Source: an optimization exercise on an open RTL-to-GDS flow (aim: small area and a short achievable clock period). Production flows keep margins and buffers that such runs may drop.
In this exercise RTL edits were held to simulation tests only and were not proved equivalent to the original.
Power and IR drop assume default switching activity.

`config.mk`:
```
export PLATFORM = sky130hd
export DESIGN_NAME = reg_alu
export DESIGN_NICKNAME = reg_alu
export VERILOG_FILES = /design/flow/design.v
export SDC_FILE = /design/flow/constraint.sdc
export NUM_CORES = 4
export LEC_CHECK = 0
export CAP_MARGIN = 20
export CORE_MARGIN = 2
export CORE_UTILIZATION = 40
export CTS_BUF_LIST = sky130_fd_sc_hd__clkbuf_4
export SETUP_SLACK_MARGIN = 4.5
export SLEW_MARGIN = 20
export SYNTH_HIERARCHICAL = 1
```
`design.v`:
```
module g_inv (input wire a, output wire y);
   assign y = ~a;
endmodule
module g_nand2 (input wire a, b, output wire y);
   assign y = ~(a & b);
endmodule
module g_nor2 (input wire a, b, output wire y);
   assign y = ~(a | b);
endmodule
module g_and2b (input wire an, b, output wire y);
   assign y = ~an & b;
endmodule
module g_nand3 (input wire a, b, c, output wire y);
   assign y = ~(a & b & c);
endmodule
module g_xor2 (input wire a, b, output wire y);
   assign y = a ^ b;
endmodule
module g_maj3 (input wire a, b, c, output wire y);
   assign y = (a & b) | (a & c) | (b & c);
endmodule
module g_mux2 (input wire a0, a1, s, output wire y);
   assign y = s ? a1 : a0;
endmodule
module g_a22o (input wire a1, a2, b1, b2, output wire y);
   assign y = (a1 & a2) | (b1 & b2);
endmodule
module g_a22oi (input wire a1, a2, b1, b2, output wire y);
   assign y = ~((a1 & a2) | (b1 & b2));
endmodule
module g_a222oi (input wire a1, a2, b1, b2, c1, c2, output wire y);
   assign y = ~((a1 & a2) | (b1 & b2) | (c1 & c2));
endmodule
module dec3 (input wire [2:0] s, output wire [7:0] h);
   assign h = 8'b1 << s;
endmodule
module rdbit (input wire [7:0] h, input wire [7:0] d, output wire o);
   wire y1, y2, y3;
   g_a222oi u1 (h[0], d[0], h[1], d[1], h[2], d[2], y1);
   g_a222oi u2 (h[3], d[3], h[4], d[4], h[5], d[5], y2);
   g_a22oi  u3 (h[6], d[6], h[7], d[7], y3);
   g_nand3  u4 (y1, y2, y3, o);
endmodule
module prefix16 (input wire [15:0] gn, tn, input wire cin, output wire [16:0] c);
   wire [15:0] G0 = {~gn[15:1], ~gn[0] | (~tn[0] & cin)};
   wire [15:0] P0 = ~tn;
   wire [15:0] G1, P1, G2, P2, G3, P3, G4;
   genvar i;
   generate
      for (i = 0; i < 16; i = i + 1) begin : pf
         if (i % 2 == 1) begin : l1
            assign G1[i] = G0[i] | (P0[i] & G0[i-1]);
            assign P1[i] = P0[i] & P0[i-1];
         end else begin : l1n
            assign G1[i] = G0[i];
            assign P1[i] = P0[i];
         end
         if (i % 4 >= 2) begin : l2
            assign G2[i] = G1[i] | (P1[i] & G1[(i/4)*4+1]);
            assign P2[i] = P1[i] & P1[(i/4)*4+1];
         end else begin : l2n
            assign G2[i] = G1[i];
            assign P2[i] = P1[i];
         end
         if (i % 8 >= 4) begin : l3
            assign G3[i] = G2[i] | (P2[i] & G2[(i/8)*8+3]);
            assign P3[i] = P2[i] & P2[(i/8)*8+3];
         end else begin : l3n
            assign G3[i] = G2[i];
            assign P3[i] = P2[i];
         end
         if (i >= 8) begin : l4
            assign G4[i] = G3[i] | (P3[i] & G3[7]);
         end else begin : l4n
            assign G4[i] = G3[i];
         end
      end
   endgenerate
   assign c = {G4, cin};
endmodule
module alu (input wire [1:0] op, input wire [15:0] a, b,
            output wire [15:0] y, output wire co);
   wire [15:0] bx, gn, tn, p, l, s;
   wire [16:0] c;
   wire op1n = ~op[1];
   genvar i;
   generate
      for (i = 0; i < 16; i = i + 1) begin : bs
         g_xor2  ux (b[i], op[0], bx[i]);
         g_nand2 ug (a[i], bx[i], gn[i]);
         g_nor2  ut (a[i], bx[i], tn[i]);
         g_xor2  up (a[i], bx[i], p[i]);
         g_maj3  ul (a[i], b[i], op[0], l[i]);    
         g_xor2  us (p[i], c[i], s[i]);
         g_a22o  uy (op[1], l[i], op1n, s[i], y[i]);
      end
   endgenerate
   prefix16 pfx (gn, tn, op[0], c);
   assign co = c[16];
endmodule
module reg_alu (input wire clk, reset, sel, wr, input wire [1:0] op,
                input wire [2:0] rd_addr_a, rd_addr_b, wr_addr,
                input wire [15:0] d_in,
                output wire [15:0] d_out_a, d_out_b, output wire cout);
   reg  [15:0] r [0:7];
   reg         c_q;
   wire [7:0]  ha, hb, hw;
   wire [15:0] a, b, y, wd;
   wire [15:0] nx [0:7];
   wire        c;
   dec3 deca (rd_addr_a, ha);
   dec3 decb (rd_addr_b, hb);
   dec3 decw (wr_addr, hw);
   genvar i, j;
   generate
      for (i = 0; i < 16; i = i + 1) begin : rd
         rdbit ua (ha, {r[7][i], r[6][i], r[5][i], r[4][i], r[3][i], r[2][i], r[1][i], r[0][i]}, a[i]);
         rdbit ub (hb, {r[7][i], r[6][i], r[5][i], r[4][i], r[3][i], r[2][i], r[1][i], r[0][i]}, b[i]);
      end
   endgenerate
   alu alu_m (op, a, b, y, c);
   wire s1 = sel & ~reset;
   wire s0 = ~sel & ~reset;
   generate
      for (i = 0; i < 16; i = i + 1) begin : wdb
         g_a22o uw (s1, y[i], s0, d_in[i], wd[i]);
      end
   endgenerate
   wire [7:0] en  = ({8{wr}} & hw) | {8{reset}};
   wire [7:0] enn = ~en;
   generate
      for (j = 0; j < 8; j = j + 1) begin : rg
         for (i = 0; i < 16; i = i + 1) begin : bt
            g_a22o uh (en[j], wd[i], enn[j], r[j][i], nx[j][i]);
         end
         always @(posedge clk) r[j] <= nx[j];
      end
   endgenerate
   always @(posedge clk) c_q <= c & ~reset;
   assign d_out_a = a;
   assign d_out_b = b;
   assign cout = c_q;
endmodule
```
`constraint.sdc`:
```
create_clock -name core_clock -period 10.0 [get_ports {clk}]
set_input_delay 2.0000 -clock core_clock [delete_from_list [all_inputs] [get_ports {clk}]]
set_output_delay 2.0000 -clock core_clock [all_outputs]
set_load 0.01 [all_outputs]
```
`run.sh`:
```
#!/bin/bash
# synth_recipe.tcl (not shown) runs the flow's synth.tcl, then flattens the netlist and writes it again
# the make line also repeats each setting of config.mk as NAME=value (left out here)
make -C /OpenROAD-flow-scripts/flow DESIGN_CONFIG=/design/flow/config.mk WORK_HOME=/design/flow/orfs CLKGATE_MAP_FILE= SYNTH_SCRIPT=/design/flow/synth_recipe.tcl finish
```
==> results.ini <==
[setup_path]
critPathLaunchType = primary input
cp.required_ns = 8.00
endpoint_kind = output pin
r2r_slack_ns = 6.30
crit_fanout = 9
crit_type = in2out
cp.arrival_ns = 3.50

[sta]
period_minus_slack_ns = 5.50
final_hold_viol_count = 0
worst_pin_slew_ns = 1.26
finalSetupViolCount = 0
finalMaxSlewViolations = 0
hold_ws_ns = 0.514
relSlewSlack = 0.160
fmax_ghz = 0.182
finalSetupTns_ns = 0
skew_ns = 0.0131
rsz0062_at_grt = false
min_period_over_period = 0.550

[global_routing]
first_global_vias = 6851
met3_usage = 0.0755
grt_util_met1 = 0.385
grt_util_all_layers = 0.309
overflow = 0
antenna_found_initial = 0
grt_pass1_wl_um = 41000
grt_max_degree = 35
busiest_layer = met2
gr-usage-met2 = 0.488

[routing]
final_antenna_net_count = 0
totalWireLength_um = 27700
viasPerCell = 6.99
dr.pass1.iters = 10
wl_per_cell_um = 27.9
vias = 6929
remaining_drc_errors = 0
drtIter0Drc = 1358

[layout]
fill_cells = 1525
area_growth_syn_to_layout_pct = 27.6
nets = 791
num_antenna_cells = 0
drive_gt1_frac = 0.272

[clock_tree]
cts.hold.buffers_added = 0
cts_buffers = 17
cts_sinks = 129
clockBufferDepth = 2
ctsRootBufferMaster = clkbuf_4
h-tree-depth = 4
clkLatencyLatePin_ns = 0.56
cts_tree = built
clkTransAtPathRegs_ns = 0.10

[pwr]
power_density_nw_per_um2 = 188
power_frac_comb = 0.364
swShare = 0.361
power_frac_clock = 0.211
seq_power_share = 0.424
p_switching_mw = 0.573
peakVddDrop_mv = 0.0914
intPower_mw = 1.01
power.leakage_nw = 3.56

[floorplanning]
die_y_um = 133
rows = 47
ios = 64
die_x_um = 133
die_area_um2 = 17600
design.core.area_um2 = 16300
start_util = 0.404

[synthesis]
ys.flop_type = dfxtp_1
yosys_warnings = 9
synth-seq-area-share = 0.391
ys_ff_latch = 129
synthArstFlopShare = 0
syn_nets = 641
syn_area_per_cell_um2 = 10.8
syn-cell-area_um2 = 6610
yosysUniqueCellTypes = 40
synth_edf_count = 0
synthCells = 610

[placement]
dp_hpwl_um = 15000
routabilityCongestion = 0.812
portBuffers = 63

[worst_hold_path]
hp-class = reg2reg

[job]
cap_violations = 0

[outcome]
status = finished clean

[Yosys stat by module (local to each module, per instance), excerpt]
| module | cells inside | flip-flops and latches | area [µm²] |
|---|---|---|---|
| alu | 1 | 0 | 3.75 |
| dec3 | 8 | 0 | 65.1 |
| g_a222oi | 1 | 0 | 10.0 |
| g_a22o | 1 | 0 | 8.76 |
| g_a22oi | 1 | 0 | 12.5 |
| g_maj3 | 1 | 0 | 11.3 |
| g_nand2 | 1 | 0 | 3.75 |
| g_nand3 | 1 | 0 | 5.00 |
| g_nor2 | 1 | 0 | 3.75 |
| g_xor2 | 1 | 0 | 8.76 |
| prefix16 | 49 | 0 | 327 |
| reg_alu | 152 | 129 | 2760 |
[power groups by stage]
stage,clock network (mW),logic [mW],registers [mW]
after floorplan,0,0.355,0.663
after global placement,0,0.508,0.673
after detailed placement,0,0.520,0.679
after CTS,0.335,0.555,0.668
after global routing,0.356,0.615,0.682
final,0.336,0.578,0.673
[critical path, stage by stage]
cell and delay [ns]:
buf_4 0.16, and3b_4 0.29, buf_4 0.17, a222oi_1 0.38, nand3_1 0.18, clkdlybuf4s15_1 0.32
[through the flow]
stage               cell area [µm²]   util  power, mW  setup WS, ns  instances
floorplan                      6630      -       1.02          4.51        610
global placement               7600  0.465       1.18          3.65        898
detailed placement             7610  0.466       1.20          3.59        898
CTS                            8330  0.509       1.56          4.50        982
global route                   8440  0.516       1.65          4.50        991
finish                         8440  0.516       1.59          4.50        991
[path summary, 6_finish.rpt]
check                                  start          to  depth (start not counted)
worst max-delay path            rd_addr_b[2]  d_out_b[6]                          6
worst min-delay path                r[1][11]    r[1][11]                          1
worst max register to register       r[0][3]    r[6][13]                         13
worst min register to register      r[1][11]    r[1][11]                          1
[what timing repair did]
| item | in CTS | in global routing |
|---|---|---|
| cloned | 2 | 0 |
| pin swaps | 54 | 17 |
| endpoints found under the hold margin | 0 | 0 |
| endpoints found under the setup margin | 112 | 59 |
| setup buffers | 52 | 9 |
| gates resized for setup | 90 | 16 |
[registers in the layout, summed over array words and instances (netlist names)]
| register | count |
|---|---|
| c_q | 1 |
| r | 128 |
[logic make-up (layout without fill, tap and decap cells)]
family,Yosys count,count (layout),synth area share
buffers and inverters,12,171,0.0125
AND/OR/NAND/NOR,106,108,0.0880
adder cells (fa/ha/maj),16,16,0.0272
flip-flops,129,129,0.391
XOR/XNOR,48,48,0.0636
AO/OA/AOI/OAI,299,299,0.418
[metal layers]
layer / routed length [µm] / up-vias
li1: - / 2936
met1: 10800 / 3361
met2: 12600 / 514
met3: 2910 / 118
met4: 1400 / 0
met5: 0 / -
[area by class of cell]
type / instances / area, µm² / share of cell area
repair buffers: 134 / 1170 / 0.139
flip-flops and latches: 129 / 2580 / 0.306
multi-input cells: 471 / 4140 / 0.491
well taps: 220 / 275 / 0.0326
clock buffers: 19 / 143 / 0.0169
clock inverters: 11 / 97.6 / 0.0116
inverters: 7 / 26.3 / 0.00311
[cell usage after synthesis, types with 2 or more instances]
cell / count / area [µm²]
a22o_1: 160 / 1400
dfxtp_1: 129 / 2580
a222oi_1: 64 / 641
xor2_1: 48 / 420
a22oi_2: 32 / 400
nand3_1: 32 / 160
nand2_1: 19 / 71.3
nor2_1: 19 / 71.3
maj3_2: 16 / 180
a21oi_1: 10 / 50.1
and3b_2: 9 / 90.1
nor3b_1: 9 / 67.6
inv_1: 7 / 26.3
o21a_1: 7 / 52.6
a21o_2: 6 / 52.6
o21ai_0: 6 / 30.0
nor3_1: 5 / 25.0
a21o_1: 3 / 22.5
and3_2: 3 / 22.5
buf_6: 3 / 33.8
or3_1: 3 / 18.8
and2b_2: 2 / 17.5
[layout by cell type (no fill, tap or decap), types with 18 or more instances in the layout]
cell | netlist | routed
clkbuf_4 | 0 | 19
xor2_1 | 48 | 46
a222oi_1 | 64 | 64
nor2_1 | 19 | 18
dfxtp_1 | 129 | 129
nand3_1 | 32 | 24
buf_4 | 1 | 68
dlygate4sd2_1 | 0 | 22
clkdlybuf4s50_1 | 0 | 24
a22o_1 | 160 | 160
nand2_1 | 19 | 19
a22oi_2 | 32 | 32

==> what the ideal ports hide <==
In the flow no input, the clock included, has a driving cell. The finished layout below was timed again as built, in two steps. Step 1: set_driving_cell puts a clkbuf_16 on clk and a buf_2 on each other input, an assumption about the parent block. Step 2 times the ports against the registers' clock, not the clock port: input delays grow and output delays shrink by t, the midpoint of the rising clock arrivals with the driver on. Three values: ideal, step 1, step 2; two values: the first two.
t (ns): 0.593
setup WS [ns]: 4.502 / 4.468 / 4.063
worst hold slack (ns): 0.514 / 0.514 / 0.514
slew at the worst register clock pin (ns): 0.11 / 0.11
cell pins on the clock port's net: 1
After both steps this run still meets setup and hold. The setup slack of this run moves by -0.034 ns with the drivers and by -0.439 ns with both steps.
